This is an optimization exercise on Yosys and OpenROAD, whose aim is small area and a short achievable clock period, not a production implementation. RTL that was checked went through simulation tests only; none was proved equivalent to the original. Power and IR drop assume default switching activity.

v6:
==> flow/design.v (excerpt) <==
module adler32 (
  input         rst_n, clk,
  input         size_valid,
  input  [31:0] size,
  input         data_start,
  input  [ 7:0] data,
  output        checksum_valid,
  output [31:0] checksum
);
For scale: ~660 cells after synthesis, ~67 flip-flops, roughly 5700 um2 of cells after synthesis.
clock: 6.5 ns
lec_check: 0
cap_margin: 20
core_margin: 2
core_utilization: 40
slew_margin: 20
run.sh (not shown) runs the stock make flow with config.mk's settings and CLKGATE_MAP_FILE= SYNTH_SCRIPT=/design/flow/synth_recipe.tcl, a recipe that flattens the netlist after the stock synthesis.
Input changes introduced in v7 (baseline for comparison: v6):
- SETUP_SLACK_MARGIN newly set to 3.0
==> comparison <==
The area of all placed cells without fillers reported for v7 is greater than that of v6 by 13%. In the metrics for v6 and v7, the one carrying the lower core utilization is v6. Compared with v6, in v7 number of sequential cells in the layout held, relative contribution of sequential cells to total power decreased by 4.0 points relative to the old numbers, final critical delay including setup and external delays fell by 0.50 ns, power grew by about 13%, HPWL after detailed placement has increased.
No functional check of the RTL was part of any run of this note.

Setup of job 3255:
Another version of the RTL of adler32 (not shown whole).
For scale: ~67 flip-flops, ~77 I/O pins.
export LEC_CHECK = 0
export ABC_AREA = 1
export CAP_MARGIN = 20
export CORE_MARGIN = 2
export CORE_UTILIZATION = 40
export PLACE_DENSITY = 0.75
export SETUP_SLACK_MARGIN = 2.85
export SLEW_MARGIN = 20
create_clock -name core_clock -period 6.5 [get_ports {clk}]
standard.sh (not shown) runs the stock make flow with config.mk's settings and CLKGATE_MAP_FILE= SYNTH_SCRIPT=/design/flow/synth_recipe.tcl, a recipe that flattens the netlist after the stock synthesis.
==> flow/flow/run.sh <==
#!/bin/bash
# The standard ORFS layout with two changes:
#  - Yosys's full/half-adder extraction is off (ADDER_MAP_FILE empty), so
#    ABC maps all of the arithmetic itself;
#  - ports are buffered with buf_1 instead of the default delay buffer.
set -u
export ADDER_MAP_FILE=
export BUFFER_PORTS_ARGS="-buffer_cell sky130_fd_sc_hd__buf_1"
bash standard.sh > standard.log 2>&1
### job 3255 -> job 9879
Settings: SETUP_SLACK_MARGIN now 3.0, was 2.85.
Findings:
- When job 9879 is measured against job 3255, its worst-margin pin slew turns out 8.8 ps higher.
- Job 9879 and job 3255 all finish clean.
- The lower post-route cell area came out of job 3255.
- Total met3 wirelength after detailed routing ends up higher on job 9879.
- Cmp job 9879 vs job 3255: share of total power in combinational logic higher in job 9879
- Reported for job 9879 and job 3255, global-route met1 utilization turned out identical to the last digit.
Edits applied to the flow inputs when going from job 9879 to job 5555:
Settings: swapping 3.0 for 3.15 in SETUP_SLACK_MARGIN.
--- outcome ---
- Diff job 5555..job 9879 | largest fanout on the critical path | unchanged
- Reported for job 9879 and job 5555, area after synthesis turned out identical to the last digit.
- In job 5555, the internal power came out 3.2% above the value in job 9879.
- Job 5555 reports a higher first-pass GRT wire length than job 9879 does.
- Sum of routed wire segments on met1: job 5555 > job 9879
- From job 9879 to job 5555 the numbers moved as follows: utilization of the core after routing +2.2 points, post-layout worst setup margin increased by 88 ps relative to the old numbers, power share of the combinational group increased 2.4 points.

adler32, a different RTL version from the one above (not shown whole).
Size in the first run: ~980 cells after synthesis, ~77 I/O pins, about 0.0058 mm2 of cells after synthesis.
clock: 6.5 ns
lec_check: 0
abc_area: 1
cap_margin: 20
core_margin: 2
core_utilization: 40
place_density: 0.9
setup_slack_margin: 3.0
slew_margin: 20
Scripts as last shown in full above: flow/flow/run.sh
Change:
--- a/flow/flow/run.sh
+++ b/flow/flow/run.sh
@@ -5 +5 @@
-#  - ports are buffered with buf_1 instead of the default delay buffer.
+#  - ports are buffered with buf_2 instead of the default delay buffer.
@@ -8 +8 @@
-export BUFFER_PORTS_ARGS="-buffer_cell sky130_fd_sc_hd__buf_1"
+export BUFFER_PORTS_ARGS="-buffer_cell sky130_fd_sc_hd__buf_2"
Settings changed: PLACE_DENSITY 0.9 to default.
- The new run finished clean
- setup slack gets better by 0.24 ns
- core utilization came out lower by 1.1 points
- worst hold slack barely changes
- design area went down by 2.2%
- cell count went down by 0.47%
- synthesized area does not change
Change:
Settings changed: CTS_BUF_LIST from default to sky130_fd_sc_hd__clkbuf_4.
=> Final area decreases by about 6.4%. Count of clock-buffer cells in the layout falls by 2. Non-clock buffer count is lower by 14. Via count decreases by about 1.6%. Core utilization goes down by 3.2 points. Combinational power came out lower by about 8%. First-iteration DRC count climbs by 3.7%.
Change:
Settings changed: CORE_UTILIZATION 40 to 65, CTS_BUF_LIST sky130_fd_sc_hd__clkbuf_4 to sky130_fd_sc_hd__clkbuf_8, SETUP_SLACK_MARGIN 3.0 to 3.2.
The new run went through all stages and came out clean.
Non-clock buffer count climbs by 38.
Cell area rose by 17%.
Total power grows by 40%.
Maximum frequency decreases by 12%.
Core utilization rises by 42 points.
Worst setup slack degrades by 0.44 ns.

Setup of build 42:
Another version of the RTL of adler32 (not shown whole).
Size: roughly 1,000 cells after synthesis, ~67 flip-flops, ~77 I/O pins, about 5900 µm² of cells after synthesis.
clock: 6.5 ns
lec_check: 0
abc_area: 1
cap_margin: 20
core_margin: 2
core_utilization: 40
place_density: 0.75
setup_slack_margin: 3.35
slew_margin: 20
==> flow/flow/run.sh <==
#!/bin/bash
# The standard ORFS layout with two changes:
#  - Yosys's full/half-adder extraction is off (ADDER_MAP_FILE empty), so
#    ABC maps all of the arithmetic itself;
#  - ports are buffered with buf_1 instead of the default delay buffer.
set -u
export ADDER_MAP_FILE=
export BUFFER_PORTS_ARGS="-buffer_cell sky130_fd_sc_hd__buf_1"
bash standard.sh > standard.log 2>&1
Build 42 ended with every stage complete and zero timing, DRC or antenna violations.
Relative to build 42, the following input files were edited for build 67:
-- flow/config.mk --
<<< build 42, line 11
export CORE_UTILIZATION = 40
export PLACE_DENSITY = 0.75
export SETUP_SLACK_MARGIN = 3.35
export SLEW_MARGIN = 20
>>> build 67, line 11
export CORE_UTILIZATION = 40
export PLACE_DENSITY = 0.8
export SETUP_SLACK_MARGIN = 3.2
export SLEW_MARGIN = 20
==> comparison <==
In build 67 the worst IR drop on VDD turned out 18 µV higher than in build 42. Final-layout worst hold slack: build 67 vs build 42 up 0.0048 ns. Proportion of power drawn by combinational gates in build 67 vs build 42: down 1.7 points. Comparing build 42 against build 67, there is no change at all in setup TNS after final layout. Note that the total power recorded for build 42 amounts to 1.11 times the value seen in build 67. As of build 67, cell count had fallen slightly compared to build 42. Taking build 67 as 1.0, build 42 lands at 1.20 on number of signal-net buffers in the layout. Looking at build 67 and build 42, the clock-pin slew reported for the worst setup and hold paths after clock tree synthesis is a wash.
diff inputs: build 67 => build 90
-- flow/config.mk --
<<< build 67, line 10
export CORE_MARGIN = 2
export CORE_UTILIZATION = 40
export PLACE_DENSITY = 0.8
export SETUP_SLACK_MARGIN = 3.2
export SLEW_MARGIN = 20
>>> build 90, line 10
export CORE_MARGIN = 2
export CORE_UTILIZATION = 50
export PLACE_DENSITY = 0.75
export SETUP_SLACK_MARGIN = 3.15
export SLEW_MARGIN = 20
Notes after the runs:
- Clock group share of total power | build 90 above build 67
- Diff build 67 -> build 90 | global routing usage on met1 | increase of 7.3 points
- Diff build 67 -> build 90: number of setup buffers added after CTS lost 1, multi-input gate count stayed essentially flat, share of the final layout cell area in multi-input gates shows no meaningful change, non-clock buffer count in the final layout lower.
- On power consumption, build 90 does worse than build 67.
- Build 67 ended up with data[1] as its first element of the critical path; build 90 ended up with data[5].
- In the reports for build 67 and build 90, the smaller worst-case clock skew belongs to build 90.
- Going from build 67 to build 90, the data arrival time of the critical path was found to have gone down by 0.04 ns.
The following lists how build 27 was set up differently from build 90:
-- flow/config.mk --
<<< build 90, line 10
export CORE_MARGIN = 2
export CORE_UTILIZATION = 50
export PLACE_DENSITY = 0.75
export SETUP_SLACK_MARGIN = 3.15
export SLEW_MARGIN = 20
>>> build 27, line 10
export CORE_MARGIN = 2
export CORE_UTILIZATION = 40
export PLACE_DENSITY = 0.7
export SETUP_SLACK_MARGIN = 3.25
export SLEW_MARGIN = 20
Compared with build 90, build 27 instantiates a larger number of standard cells.
Against build 90, register-to-register slack in build 27 came out better.
The lower delay of the slowest critical-path stage of build 27 and build 90 is in build 27.
In the metrics for build 27 and build 90, the one carrying the higher time the worst path needs with I/O delays and setup is build 90.
Setup changes, build 27 to build 8
-- flow/config.mk --
<<< build 27, line 11
export CORE_UTILIZATION = 40
export PLACE_DENSITY = 0.7
export SETUP_SLACK_MARGIN = 3.25
export SLEW_MARGIN = 20
>>> build 8, line 11
export CORE_UTILIZATION = 40
export PLACE_DENSITY = 0.75
export SETUP_SLACK_MARGIN = 3.0
export SLEW_MARGIN = 20
[summary]
The standard cells in build 8 occupy less silicon area than those in build 27 do. The run showing the smaller worst hold slack across all endpoints is build 8. Against build 27 as the reference, build 8 delivers a higher wire length of the first global-routing pass. [diff] net switching power, build 8 relative to build 27: improvement. Compared with build 27, build 8 shows a met3 track utilization from global routing that is 0.17 points higher.
--- input diff build 8..build 19 ---
-- flow/config.mk --
<<< build 8, line 12
export PLACE_DENSITY = 0.75
export SETUP_SLACK_MARGIN = 3.0
export SLEW_MARGIN = 20
>>> build 19, line 12
export PLACE_DENSITY = 0.75
export SETUP_SLACK_MARGIN = 3.2
export SLEW_MARGIN = 20
Notes after the runs:
On global-route track usage on met3, build 8 tracks build 19 almost exactly.
Clock skew delta (build 19 -> build 8): insignificant
met2 layer wire length in the routed design ends up lower on build 8.
Comparing build 8 and build 19, the higher cell area was measured on build 19.
Status: sequential cell count parity (build 19, build 8)
Build 8 → build 19: total routed wirelength up about 0.8%, final critical delay including setup and external delays down 0.14 ns.
In build 19, count of routing violations after the opening detailed-route iteration is higher than in build 8.
Going from build 8 to build 19, final worst setup slack now larger, transition time at the pin with the least slew margin now smaller.
The flow did not stop early for build 19: all stages ran, and the layout cleared the timing, design-rule and antenna checks.
Global router's overall resource usage across build 8 and build 19: no real change.

## separate check: timing with driven ports
In the flow no input, the clock included, has a driving cell. The finished layouts below were timed again as built, in two steps.
Step 1 (the two cells are an assumption about what drives the block):
set clk [get_ports {clk}]
set_driving_cell -lib_cell sky130_fd_sc_hd__clkbuf_16 $clk
set_driving_cell -lib_cell sky130_fd_sc_hd__buf_2 [delete_from_list [all_inputs] $clk]
Step 2, shift: input delay + t, output delay - t, t = (earliest + latest rising clock arrival at the registers) / 2. This alone moves slack from input paths to output paths.
Three values: ideal ports, drivers, drivers and shift; two values: the first two.
run	t, ns	setup WS [ns]	slew at the worst register clock pin (ns)	cell pins on the clock port's net
v6	0.372	0.510 / 0.510 / 0.510	0.06 / 0.06	1
v7	0.381	1.014 / 1.014 / 1.014	0.06 / 0.06	1
job 3255	0.383	3.033 / 3.050 / 2.668	0.06 / 0.06	1
job 9879	0.381	3.172 / 3.191 / 2.810	0.06 / 0.06	1
job 5555	0.383	3.259 / 3.275 / 2.892	0.06 / 0.06	1
the first run of note 3	0.389	2.933 / 2.945 / 2.557	0.06 / 0.06	1
the second run of note 3	0.374	3.171 / 3.191 / 2.817	0.06 / 0.06	1
the third run of note 3	0.468	3.242 / 3.254 / 2.786	0.11 / 0.11	1
the fourth run of note 3	0.407	2.801 / 2.802 / 2.395	0.09 / 0.09	1
build 42	0.386	3.396 / 3.412 / 3.026	0.06 / 0.06	1
build 67	0.387	3.317 / 3.329 / 2.942	0.06 / 0.06	1
build 90	0.369	3.284 / 3.298 / 2.929	0.06 / 0.06	1
build 27	0.383	3.387 / 3.403 / 3.020	0.06 / 0.06	1
build 8	0.386	3.235 / 3.246 / 2.860	0.06 / 0.06	1
build 19	0.385	3.374 / 3.385 / 3.000	0.06 / 0.06	1
After both steps setup and hold are still met in every run listed. For the third run of note 3, which loses most, drivers alone change the setup slack by +0.012 ns; drivers and shift together by -0.456 ns.
